What follows belongs to an exercise in optimizing a design on an open flow for a short achievable clock period and few clock cycles; a production flow would make more cautious choices.
In this exercise RTL edits were held to simulation tests only and were not proved equivalent to the original.
No driver is modelled on the clock port, so clock power and skew are understated where the tree is cut down; a real chip needs a root buffer or a tree.
Power is estimated from default activity; no workload was simulated.

==> run a <==
// top
module top ( clk,
             rst,
             IM_Address,
             Instruction,
             DM_Address,
             DM_enable,
             DM_Write_Data,
             DM_Read_Data);
	input  clk, rst;
	output [15:0] IM_Address;
	input  [31:0] Instruction;
	output [15:0] DM_Address;
	output DM_enable;
	output [31:0] DM_Write_Data;
	input  [31:0] DM_Read_Data;
	integer i;
	function [32:0] ks_add;
		input [31:0] x;
		input [31:0] y;
		input        cin;
		reg [31:0] p, g, pp, gg;
		integer k, d;
		begin
			p = x ^ y;
			g = x & y;
			g[0] = g[0] | (p[0] & cin);
			pp = p;
			gg = g;
			for (d = 1; d < 32; d = d * 2) begin
				for (k = 31; k >= d; k = k - 1) begin
					gg[k] = gg[k] | (pp[k] & gg[k-d]);
					pp[k] = pp[k] & pp[k-d];
				end
			end
			ks_add = {gg[31], p ^ {gg[30:0], cin}};
		end
	endfunction
	reg [17:0] pc;           
	reg [15:0] pco;          
	reg        dv;           
	reg        stall_r;      
	reg        dfa, dfb;     
	reg        dla, dlb;     
	reg [31:0] dins;         
	reg [17:0] dpc4;         
	reg [17:0] dlink;        
	reg [15:0] dimm;
	reg [4:0]  dsh;
	reg [31:1] rssel;        
	reg [31:1] rtsel;        
	reg [4:0]  dwa;          
	reg        dwr;          
	reg        d_imm;
	reg        d_inv;        
	reg        d_add, d_sub, d_and, d_or, d_xor, d_nor, d_slt, d_sll, d_srl, d_link;
	reg        d_beq, d_bne, d_jr, d_ret, d_j;
	reg        d_load, d_lh, d_store, d_sh;
	reg        dpt;          
	reg [17:0] dptgt;        
	reg        dhit;         
	reg [2:0]  dhidx;        
	reg        xv;
	reg [31:0] P, G;         
	reg        cin;          
	reg [17:0] A;            
	reg [31:0] B;            
	reg [17:0] xpc4, xlink, xbrt;
	reg [4:0]  xsh;
	reg [31:1] xwsel;
	reg        c_add, c_sub, c_and, c_or, c_xor, c_nor, c_slt, c_sll, c_srl, c_link;
	reg        c_beq, c_bne, c_jr, c_ret, c_j;
	reg        c_load, c_lh;
	reg        xpt;
	reg [17:0] xptgt;
	reg        xhit;
	reg [2:0]  xhidx;
	reg [15:0] dma;
	reg        dme;
	reg [31:0] dmw;
	reg [31:0] rf [1:31];
	reg        u_tk, u_link, u_ret, u_hit;
	reg [2:0]  u_hidx;
	reg [17:0] u_tag, u_tgt, u_link_pc;
	assign IM_Address    = pco;
	assign DM_Address    = dma;
	assign DM_enable     = dme;
  ...
Settings: LEC_CHECK=0, CAP_MARGIN=20, CORE_MARGIN=2, CORE_UTILIZATION=40, SETUP_SLACK_MARGIN=1, SLEW_MARGIN=20; clock period 11.5 ns.
standard.sh (not shown) runs the stock make flow with config.mk's settings and CLKGATE_MAP_FILE= SYNTH_SCRIPT=/design/flow/synth_recipe.tcl, a recipe that flattens the netlist after the stock synthesis.
==> flow/flow/run.sh <==
#!/bin/bash
# Own layout flow:
#  1. the standard synthesis, unchanged;
#  2. ORFS floorplan and placement;
#  3. our own clock tree (flow/mycts.tcl: the clock port drives four
#     buffers, then two more buffer levels reach the flip-flops, each level
#     balanced by recursive bisection of the clock pins), then ORFS's usual
#     timing repair, aimed well below the 11.5 ns constraint (the SDC is not
#     changed, only how hard repair_timing works);
#  4. ORFS global and detailed routing and finishing.
# Each tool's output goes to a log_*.txt file here.
set -euo pipefail
MARGIN=8.3
TNS=10
KNOBS=(SETUP_SLACK_MARGIN=$MARGIN TNS_END_PERCENT=$TNS
       "BUFFER_PORTS_ARGS=-buffer_cell sky130_fd_sc_hd__buf_4")
W=$(pwd)
RES=$W/orfs/results/$FLOW_PLATFORM/top/base
bash standard.sh synth > log_synth.txt 2>&1
bash standard.sh "${KNOBS[@]}" place > log_place.txt 2>&1
PLATFORM_DIR=$FLOW_HOME/platforms/$FLOW_PLATFORM
RESULTS_DIR=$RES LIB_FILE=$PLATFORM_DIR/lib/sky130_fd_sc_hd__tt_025C_1v80.lib \
  PLATFORM_DIR=$PLATFORM_DIR FLOWDIR=$W/flow \
  CTS_FANOUTS="4 6" SETUP_MARGIN=$MARGIN TNS_PCT=$TNS REPAIR_STEPS="7.0 7.3 7.6 7.8" \
  openroad -no_init -threads ${NUM_CORES:-8} -exit flow/cts_step.tcl > log_cts.txt 2>&1
case "${OWNFLOW_STOP:-}" in
  cts) exit 0 ;;
  grt) bash standard.sh "${KNOBS[@]}" grt > log_finish.txt 2>&1; exit 0 ;;
esac
bash standard.sh "${KNOBS[@]}" finish > log_finish.txt 2>&1
==> flow/flow/cts_step.tcl <==
# Clock tree step of the own flow, in place of ORFS's cts.tcl: the same
# inputs (3_place.odb, 3_place.sdc) and outputs (4_1_cts.odb, 4_cts.sdc),
# with the clock tree built by mycts.tcl instead of TritonCTS, then ORFS's
# usual timing repair and legalisation.
set res $::env(RESULTS_DIR)
read_liberty $::env(LIB_FILE)
read_db $res/3_place.odb
read_sdc $res/3_place.sdc
source $::env(PLATFORM_DIR)/setRC.tcl
set_dont_use {sky130_fd_sc_hd__probe_p_8 sky130_fd_sc_hd__probec_p_8 sky130_fd_sc_hd__lpflow_*}

source $::env(FLOWDIR)/mycts.tcl
build_clock_tree 4 $::env(CTS_FANOUTS) sky130_fd_sc_hd__clkbuf_16
set_propagated_clock [all_clocks]

set_placement_padding -global -left 0 -right 0
detailed_placement
estimate_parasitics -placement
report_clock_latency
# repair in steps towards the final margin, each step fixing every endpoint
# that misses it, so that no path is left far behind the worst one
foreach m $::env(REPAIR_STEPS) {
  repair_timing -setup -setup_margin $m -repair_tns 100 -match_cell_footprint -verbose
  report_worst_slack -max
}
repair_timing -setup_margin $::env(SETUP_MARGIN) -hold_margin 0 \
  -repair_tns $::env(TNS_PCT) -match_cell_footprint -verbose
detailed_placement
check_placement -verbose
estimate_parasitics -placement
report_clock_latency
report_worst_slack -max
report_worst_slack -min
write_db $res/4_1_cts.odb
write_sdc -no_timestamp $res/4_cts.sdc
Other scripts of this flow, unchanged in this note and not shown: flow/flow/mycts.tcl
==> run b (differences from run a) <==
--- a/flow/design.v
+++ b/flow/design.v
@@ -43,49 +43,50 @@
 	reg        dla, dlb;     
 	reg [31:0] dins;         
 	reg [17:0] dpc4;         
 	reg [17:0] dlink;        
 	reg [15:0] dimm;
 	reg [4:0]  dsh;
 	reg [31:1] rssel;        
 	reg [31:1] rtsel;        
-	reg [4:0]  dwa;          
-	reg        dwr;          
 	reg        d_imm;
+	reg        d_same, d_rs0, d_rt0;    
 	reg        d_inv;        
 	reg        d_add, d_sub, d_and, d_or, d_xor, d_nor, d_slt, d_sll, d_srl, d_link;
 	reg        d_beq, d_bne, d_jr, d_ret, d_j;
 	reg        d_load, d_lh, d_store, d_sh;
 	reg        dpt;          
 	reg [17:0] dptgt;        
 	reg        dhit;         
 	reg [2:0]  dhidx;        
 	reg        xv;
 	reg [31:0] P, G;         
 	reg        cin;          
 	reg [17:0] A;            
 	reg [31:0] B;            
 	reg [17:0] xpc4, xlink, xbrt;
-	reg [4:0]  xsh;
+	reg [2:0]  xsh;          
 	reg [31:1] xwsel;
 	reg        c_add, c_sub, c_and, c_or, c_xor, c_nor, c_slt, c_sll, c_srl, c_link;
 	reg        c_beq, c_bne, c_jr, c_ret, c_j;
 	reg        c_load, c_lh;
 	reg        xpt;
 	reg [17:0] xptgt;
+	reg        xdres;        
+	reg        xtk;          
 	reg        xhit;
 	reg [2:0]  xhidx;
 	reg [15:0] dma;
 	reg        dme;
 	reg [31:0] dmw;
 	reg [31:0] rf [1:31];
-	reg        u_tk, u_link, u_ret, u_hit;
+	reg        u_tk, u_ret, u_hit;
 	reg [2:0]  u_hidx;
-	reg [17:0] u_tag, u_tgt, u_link_pc;
+	reg [17:0] u_tag, u_tgt;
 	assign IM_Address    = pco;
 	assign DM_Address    = dma;
 	assign DM_enable     = dme;
 	assign DM_Write_Data = dmw;
 	reg [31:0] pp, gg;
 	integer k, d;
 	always @(*) begin
 		pp = P;
@@ -114,24 +115,23 @@
 	reg  [31:0] alu;
 	always @(*) begin
 		for (k = 0; k < 32; k = k + 1)
 			alu[k] = cy[k] ? x1[k] : x0[k];
 		if (c_slt)
 			alu[0] = ltu;
 	end
 	wire [31:0] ld  = c_lh ? {{16{DM_Read_Data[15]}}, DM_Read_Data[15:0]} : DM_Read_Data;
-	wire [31:0] wb  = c_load ? ld : alu;      
 	wire        eq       = ~|P;               
 	wire        c_br     = c_beq | c_bne;
 	wire        br_tk    = (c_beq & eq) | (c_bne & ~eq);
-	wire        taken    = br_tk | c_jr;
-	wire        mispred  = c_br ? (br_tk != xpt) :
-	                       c_jr ? (~xpt | (xptgt != A[17:0])) :
-	                       (xpt & ~c_j);
+	wire        taken    = xdres ? xtk : (br_tk | c_jr);
+	wire        mispred  = ~xdres & (c_br ? (br_tk != xpt) :
+	                                 c_jr ? (~xpt | (xptgt != A[17:0])) :
+	                                 (xpt & ~c_j));
 	wire        redir    = xv & mispred;
 	wire [17:0] redir_pc = c_jr ? A[17:0] : ((c_br & ~xpt) ? xbrt : xpc4);
 	wire stall = stall_r & dv;
 	reg [31:0] ra, rb;
 	always @(*) begin
 		ra = 32'd0;
 		rb = 32'd0;
 		for (i = 1; i < 32; i = i + 1) begin
@@ -140,18 +140,30 @@
 		end
 	end
 	wire [31:0] va   = dla ? ld : (dfa ? alu : ra);
 	wire [31:0] vb   = dlb ? ld : (dfb ? alu : rb);
 	wire [31:0] dse  = {{16{dimm[15]}}, dimm};
 	wire [31:0] bx   = (d_imm ? dse : vb) ^ {32{d_inv}};
 	wire [32:0] ea33 = ks_add(ra, dse, 1'b0);
 	wire [17:0] dbrt = dpc4 + {dimm, 2'b00};
-	wire d_bpred = (d_beq | d_bne) & ~dpt & dimm[15];
-	wire dredir  = dv & ~redir & d_bpred;
+	wire d_br    = d_beq | d_bne;
+	wire x_arith = c_add | c_sub;
+	wire [31:0] zk = {G[30:0] | P[30:0], cin};
+	wire xz      = ~|(P ^ zk);                       
+	wire g0      = ~|G;
+	wire d_ss    = d_br & d_same;
+	wire d_zc    = d_br & x_arith & ((dfa & d_rt0) | (dfb & d_rs0));
+	wire d_jz    = d_jr & dfa & c_add & g0;
+	wire d_res   = d_ss | d_zc | d_jz;
+	wire d_tk    = d_ss ? d_beq : (d_zc ? (d_beq ~^ xz) : 1'b1);
+	wire d_mis   = d_res & (d_jr ? (~dpt | (dptgt != P[17:0])) : (d_tk != dpt));
+	wire d_bpred = d_br & ~d_res & ~dpt & dimm[15];
+	wire dredir  = dv & ~redir & (d_mis | d_bpred);
+	wire [17:0] dredir_pc = d_jr ? P[17:0] : (~dpt ? dbrt : dpc4);
 	wire [31:0] fi  = stall ? dins : Instruction;
 	wire [5:0]  fop = fi[31:26];
 	wire [4:0]  frs = fi[25:21];
 	wire [4:0]  frt = fi[20:16];
 	wire [4:0]  frd = fi[15:11];
 	wire [5:0]  ffn = fi[5:0];
 	wire fr     = (fop == 6'h00);
 	wire f_add  = fr & (ffn == 6'h20);
@@ -177,25 +189,34 @@
 	wire f_jj   = (fop == 6'h02);
 	wire f_jal  = (fop == 6'h03);
 	wire f_ralu  = f_add | f_sub | f_and | f_or | f_xor | f_nor | f_slt | f_sll | f_srl;
 	wire f_imm   = f_addi | f_andi | f_slti;
 	wire f_load  = f_lw | f_lh;
 	wire f_store = f_sw | f_sh;
 	wire f_link  = f_jal | f_jalr;
 	wire f_jump  = f_jj | f_jal;
-	wire [4:0] f_wa = f_link ? 5'd31 : (fr ? frd : frt);
-	wire       f_wr = f_ralu | f_imm | f_link | f_load;
 	reg [31:1] f_rssel, f_rtsel;
 	always @(*) begin
 		for (i = 1; i < 32; i = i + 1) begin
 			f_rssel[i] = (frs == i);
 			f_rtsel[i] = (frt == i);
 		end
 	end
+	wire [5:0] dop = dins[31:26];
+	wire [5:0] dfn = dins[5:0];
+	wire       dr  = (dop == 6'h00);
+	wire       dlk = (dop == 6'h03) | (dr & (dfn == 6'h09));
+	wire       dwv = (dr & ((dfn == 6'h20) | (dfn == 6'h22) | (dfn == 6'h24) | (dfn == 6'h25) |
+	                        (dfn == 6'h26) | (dfn == 6'h27) | (dfn == 6'h2A) | (dfn == 6'h00) |
+	                        (dfn == 6'h02))) |
+	                 (dop == 6'h08) | (dop == 6'h0C) | (dop == 6'h0A) |
+	                 (dop == 6'h23) | (dop == 6'h21) | dlk;
+	wire [4:0] dwa = dlk ? 5'd31 : (dr ? dins[15:11] : dins[20:16]);
+	wire       dwr = dwv & (dwa != 5'd0);
 	wire        f_ra = dv & dwr & (frs == dwa);
 	wire        f_rb = dv & dwr & (frt == dwa);
 	wire        f_stall = f_ra & (f_load | f_store);
 	localparam NB = 8;
 	wire [2:0]   widx;
 	reg [NB-1:0] bv;
 	reg [17:0]   btag [0:NB-1];
 	reg [17:0]   btgt [0:NB-1];
@@ -219,36 +240,40 @@
 			end
 		if (uhit) begin
 			hit  = 1'b1;
 			hidx = widx;
 			htgt = u_tgt;
 			hret = u_ret;
 		end
 	end
-	wire [17:0] ras_e  = u_link ? u_link_pc : ras;
-	wire        rasv_e = u_link | (rasv & ~u_ret);
-	wire [17:0] ptgt  = (hret & rasv_e) ? ras_e : htgt;
+	wire [17:0] ptgt  = (hret & rasv) ? ras : htgt;
 	wire [17:0] pc4_f = pc + 18'd4;
 	wire [17:0] pc8_f = pc + 18'd8;
-	reg [17:0] pc_next;
+	wire        j_in = (Instruction[31:27] == 5'b00001);
+	wire        r_in = (Instruction[31:26] == 6'd0) & (Instruction[5:0] == 6'h08) &
+	                   (Instruction[25:21] == 5'd31) & rasv;
+	wire        l_in = (Instruction[31:26] == 6'h03) |
+	                   ((Instruction[31:26] == 6'd0) & (Instruction[5:0] == 6'h09));
+	reg  [17:0] pc_base;
 	always @(*) begin
 		if (redir)
-			pc_next = redir_pc;
+			pc_base = redir_pc;
 		else if (stall)
-			pc_next = pc;
+			pc_base = pc;
 		else if (dredir)
-			pc_next = dbrt;
-		else if (f_jump)
-			pc_next = {Instruction[15:0], 2'b00};
+			pc_base = dredir_pc;
 		else if (hit)
-			pc_next = ptgt;
+			pc_base = ptgt;
 		else
-			pc_next = pc4_f;
+			pc_base = pc4_f;
 	end
+	wire        pc_j    = j_in & ~redir & ~stall & ~dredir;
+	wire        pc_r    = r_in & ~redir & ~stall & ~dredir;
+	wire [17:0] pc_next = pc_j ? {Instruction[15:0], 2'b00} : (pc_r ? ras : pc_base);
 	always @(posedge clk)
 		pc <= rst ? 18'd0 : pc_next;
 	always @(posedge clk or posedge rst) begin
 		if (rst)
 			pco <= 16'd0;
 		else
 			pco <= pc_next[17:2];
 	end
@@ -274,19 +299,20 @@
 		end
 	end
 	always @(posedge clk) begin
 		dins     <= fi;
 		dimm     <= fi[15:0];
 		dsh      <= fi[10:6];
 		rssel    <= f_rssel;
 		rtsel    <= f_rtsel;
-		dwa      <= f_wa;
-		dwr      <= f_wr & (f_wa != 5'd0);
 		d_imm    <= f_imm;
+		d_same   <= (frs == frt);
+		d_rs0    <= (frs == 5'd0);
+		d_rt0    <= (frt == 5'd0);
 		d_inv    <= f_sub | f_slt | f_slti;
 		d_add    <= f_add | f_addi;
 		d_sub    <= f_sub;
 		d_and    <= f_and | f_andi;
 		d_or     <= f_or;
 		d_xor    <= f_xor;
 		d_nor    <= f_nor;
 		d_slt    <= f_slt | f_slti;
@@ -302,34 +328,35 @@
 		d_lh     <= f_lh;
 		d_store  <= f_store;
 		d_sh     <= f_sh;
 	end
 	always @(posedge clk) begin
 		if (!stall) begin
 			dpc4     <= pc4_f;
 			dlink    <= pc8_f;
-			dpt      <= hit;
-			dptgt    <= ptgt;
+			dpt      <= hit | r_in;
+			dptgt    <= hit ? ptgt : ras;    
 			dhit     <= hit;
 			dhidx    <= hidx;
 		end
 	end
 	always @(posedge clk) begin
 		P     <= va ^ bx;
 		G     <= va & bx;
 		cin   <= d_inv;
 		A     <= va[17:0];
-		B     <= vb;
+		B     <= d_sll ? (vb << {dsh[4:3], 3'b000}) :
+		         d_srl ? (vb >> {dsh[4:3], 3'b000}) : 32'd0;
 		xpc4  <= dpc4;
 		xlink <= dlink;
 		xbrt  <= dbrt;
-		xsh   <= dsh;
+		xsh   <= dsh[2:0];
 		for (i = 1; i < 32; i = i + 1)
-			xwsel[i] <= dwr & (dwa == i);
+			xwsel[i] <= dwr & (dwa == i);    
 		c_add <= d_add;
 		c_sub <= d_sub;
 		c_and <= d_and;
 		c_or  <= d_or;
 		c_xor <= d_xor;
 		c_nor <= d_nor;
 		c_slt <= d_slt;
 		c_sll <= d_sll;
@@ -338,71 +365,70 @@
 		c_beq <= d_beq;
 		c_bne <= d_bne;
 		c_jr  <= d_jr;
 		c_ret <= d_ret;
 		c_j   <= d_j;
 		c_load <= d_load;
 		c_lh  <= d_lh;
 		xpt   <= dpt | d_bpred;
+		xdres <= d_res;
+		xtk   <= d_tk;
 		xptgt <= dptgt;
 		xhit  <= dhit;
 		xhidx <= dhidx;
 		dma   <= ea33[17:2];
 		dmw   <= d_sh ? {{16{vb[15]}}, vb[15:0]} : vb;
 		dme   <= d_go & d_store;
 	end
 	always @(posedge clk or posedge rst) begin
 		if (rst) begin
 			u_tk   <= 1'b0;
-			u_link <= 1'b0;
 			u_ret  <= 1'b0;
 		end else begin
 			u_tk   <= xv & taken;
-			u_link <= xv & c_link;
 			u_ret  <= xv & c_ret;
 		end
 	end
 	always @(posedge clk) begin
 		u_hit     <= xhit;
 		u_hidx    <= xhidx;
 		u_tag     <= xpc4 - 18'd4;
 		u_tgt     <= c_jr ? A[17:0] : xbrt;
-		u_link_pc <= xlink;
 	end
 	assign widx = u_hit ? u_hidx : bptr;
 	always @(posedge clk or posedge rst) begin
 		if (rst) begin
 			bv   <= {NB{1'b0}};
 			bptr <= 3'd0;
 			rasv <= 1'b0;
 		end else begin
 			if (u_tk) begin
 				bv[widx] <= 1'b1;
 				if (!u_hit)
 					bptr <= bptr + 3'd1;
 			end
-			if (u_link)
+			if (~stall & l_in)
 				rasv <= 1'b1;
-			else if (u_ret)
-				rasv <= 1'b0;
 		end
 	end
 	always @(posedge clk) begin
 		if (u_tk) begin
 			btag[widx] <= u_tag;
 			btgt[widx] <= u_tgt;
 			bret[widx] <= u_ret;
 		end
-		if (u_link)
-			ras <= u_link_pc;
+		if (~stall & l_in)
+			ras <= pc8_f;
 	end
 	always @(posedge clk or posedge rst) begin
 		if (rst) begin
 			for (i = 1; i < 32; i = i + 1)
 				rf[i] <= 32'd0;
 		end else begin
 			for (i = 1; i < 32; i = i + 1)
-				if (xv && xwsel[i])
-					rf[i] <= wb;
+				if (xv && xwsel[i] && !c_load)
+					rf[i] <= alu;
+				else if (xv && xwsel[i])
+					rf[i] <= ld;
 		end
 	end
 endmodule
--- a/flow/flow/run.sh
+++ b/flow/flow/run.sh
@@ -7,24 +7,25 @@
 #     balanced by recursive bisection of the clock pins), then ORFS's usual
 #     timing repair, aimed well below the 11.5 ns constraint (the SDC is not
 #     changed, only how hard repair_timing works);
 #  4. ORFS global and detailed routing and finishing.
 # Each tool's output goes to a log_*.txt file here.
 set -euo pipefail
 MARGIN=8.3
 TNS=10
+W=$(pwd)
 KNOBS=(SETUP_SLACK_MARGIN=$MARGIN TNS_END_PERCENT=$TNS
-       "BUFFER_PORTS_ARGS=-buffer_cell sky130_fd_sc_hd__buf_4")
-W=$(pwd)
+       "BUFFER_PORTS_ARGS=-buffer_cell sky130_fd_sc_hd__buf_4"
+       POST_GLOBAL_ROUTE_TCL=$W/flow/post_grt.tcl)
 RES=$W/orfs/results/$FLOW_PLATFORM/top/base
 bash standard.sh synth > log_synth.txt 2>&1
 bash standard.sh "${KNOBS[@]}" place > log_place.txt 2>&1
 PLATFORM_DIR=$FLOW_HOME/platforms/$FLOW_PLATFORM
 RESULTS_DIR=$RES LIB_FILE=$PLATFORM_DIR/lib/sky130_fd_sc_hd__tt_025C_1v80.lib \
   PLATFORM_DIR=$PLATFORM_DIR FLOWDIR=$W/flow \
-  CTS_FANOUTS="4 6" SETUP_MARGIN=$MARGIN TNS_PCT=$TNS REPAIR_STEPS="7.0 7.3 7.6 7.8" \
+  CTS_FANOUTS="4 6" SETUP_MARGIN=$MARGIN TNS_PCT=$TNS REPAIR_STEPS="7.0 7.3 7.5 7.7 7.8 7.9 8.0" \
   openroad -no_init -threads ${NUM_CORES:-8} -exit flow/cts_step.tcl > log_cts.txt 2>&1
 case "${OWNFLOW_STOP:-}" in
   cts) exit 0 ;;
   grt) bash standard.sh "${KNOBS[@]}" grt > log_finish.txt 2>&1; exit 0 ;;
 esac
 bash standard.sh "${KNOBS[@]}" finish > log_finish.txt 2>&1
--- a/flow/flow/cts_step.tcl
+++ b/flow/flow/cts_step.tcl
@@ -14,19 +14,23 @@
 set_propagated_clock [all_clocks]
 
 set_placement_padding -global -left 0 -right 0
 detailed_placement
 estimate_parasitics -placement
 report_clock_latency
 # repair in steps towards the final margin, each step fixing every endpoint
 # that misses it, so that no path is left far behind the worst one
+# (repair_timing stops at the first endpoint it cannot improve, and a
+# second call often gets further, so each step runs twice)
 foreach m $::env(REPAIR_STEPS) {
-  repair_timing -setup -setup_margin $m -repair_tns 100 -match_cell_footprint -verbose
-  report_worst_slack -max
+  for {set k 0} {$k < 2} {incr k} {
+    repair_timing -setup -setup_margin $m -repair_tns 100 -match_cell_footprint -verbose
+    report_worst_slack -max
+  }
 }
 repair_timing -setup_margin $::env(SETUP_MARGIN) -hold_margin 0 \
   -repair_tns $::env(TNS_PCT) -match_cell_footprint -verbose
 detailed_placement
 check_placement -verbose
 estimate_parasitics -placement
 report_clock_latency
 report_worst_slack -max
==> flow/flow/post_grt.tcl (new file) <==
# Run by ORFS's global_route.tcl at its end (POST_GLOBAL_ROUTE_TCL): more
# timing repair passes on global-route parasitics, in steps towards the
# final margin, then legalise and re-route the changed nets incrementally.
global_route -start_incremental
foreach m {7.6 7.8 7.9 8.0 8.1} {
  for {set k 0} {$k < 2} {incr k} {
    repair_timing -setup -setup_margin $m -repair_tns 100 -match_cell_footprint -verbose
  }
}
repair_timing -hold -hold_margin 0 -match_cell_footprint -verbose
detailed_placement
global_route -end_incremental
# diodes with a margin on the antenna ratio now, so that the detailed
# router's result rarely needs another antenna repair and re-route
repair_antennas -iterations 5 -ratio_margin 20
check_placement -verbose
estimate_parasitics -global_routing
report_worst_slack -max
report_worst_slack -min
- CORE_UTILIZATION: 40 -> 50
- SETUP_SLACK_MARGIN: 1 -> unset
==> summary of the runs <==
- Run b produced a clean layout. Run a passed the timing, DRC and antenna checks.
- Sequential cell count: run b is lower than run a (3).
- Of run a and run b, run b has the higher utilization (gap 13 points).
- In run b the worst hold slack is lower than in run a, by 0.022 ns.
- Against run a, the first-iteration DRC count of run b is higher by about 16%.
- In run a the worst setup slack is worse than in run b, by 0.036 ns.
- Against run b, the power of run a is lower by about 4%.
- Between run b and run a, the lower combinational power is in run a (gap about 24%, measured against run a).
- In run a the register-to-register slack is worse than in run b, by 0.04 ns.
Testbench counts of run a, summed over its fixed seeds: cycles 30,863.
Testbench counts of run b, summed over its fixed seeds: cycles 30,044.
In every run of this note, the design's own scripts or RTL, not TritonCTS, make the clock network.

==> afterwards: timing with drivers on the ports <==
The flow's constraints put no driver on any port. The routed layouts listed below were extracted and timed again, unchanged, in two steps. Step 1 assumes that a clkbuf_16 drives the clock port and a buf_2 every other input. Step 2 adds t to the input delays and takes it off the output delays; t is the mean of the earliest and latest rising clock arrival at the registers after step 1. Input paths then give back, and output paths get back, about the clock's delay inside the block. Three values: no drivers, after step 1, after step 2; two values: the first two.
run	shift t [ns]	setup WS [ns]	worst slew at a driven data input, ns
run a	0.775	7.758 / 7.628 / 7.242	0.14
run b	0.782	7.794 / 7.795 / 7.209	0.07
After both steps every run listed still meets setup and hold. The setup slack of run b, which loses most, moves by +0.001 ns with the drivers and by -0.585 ns with both steps.
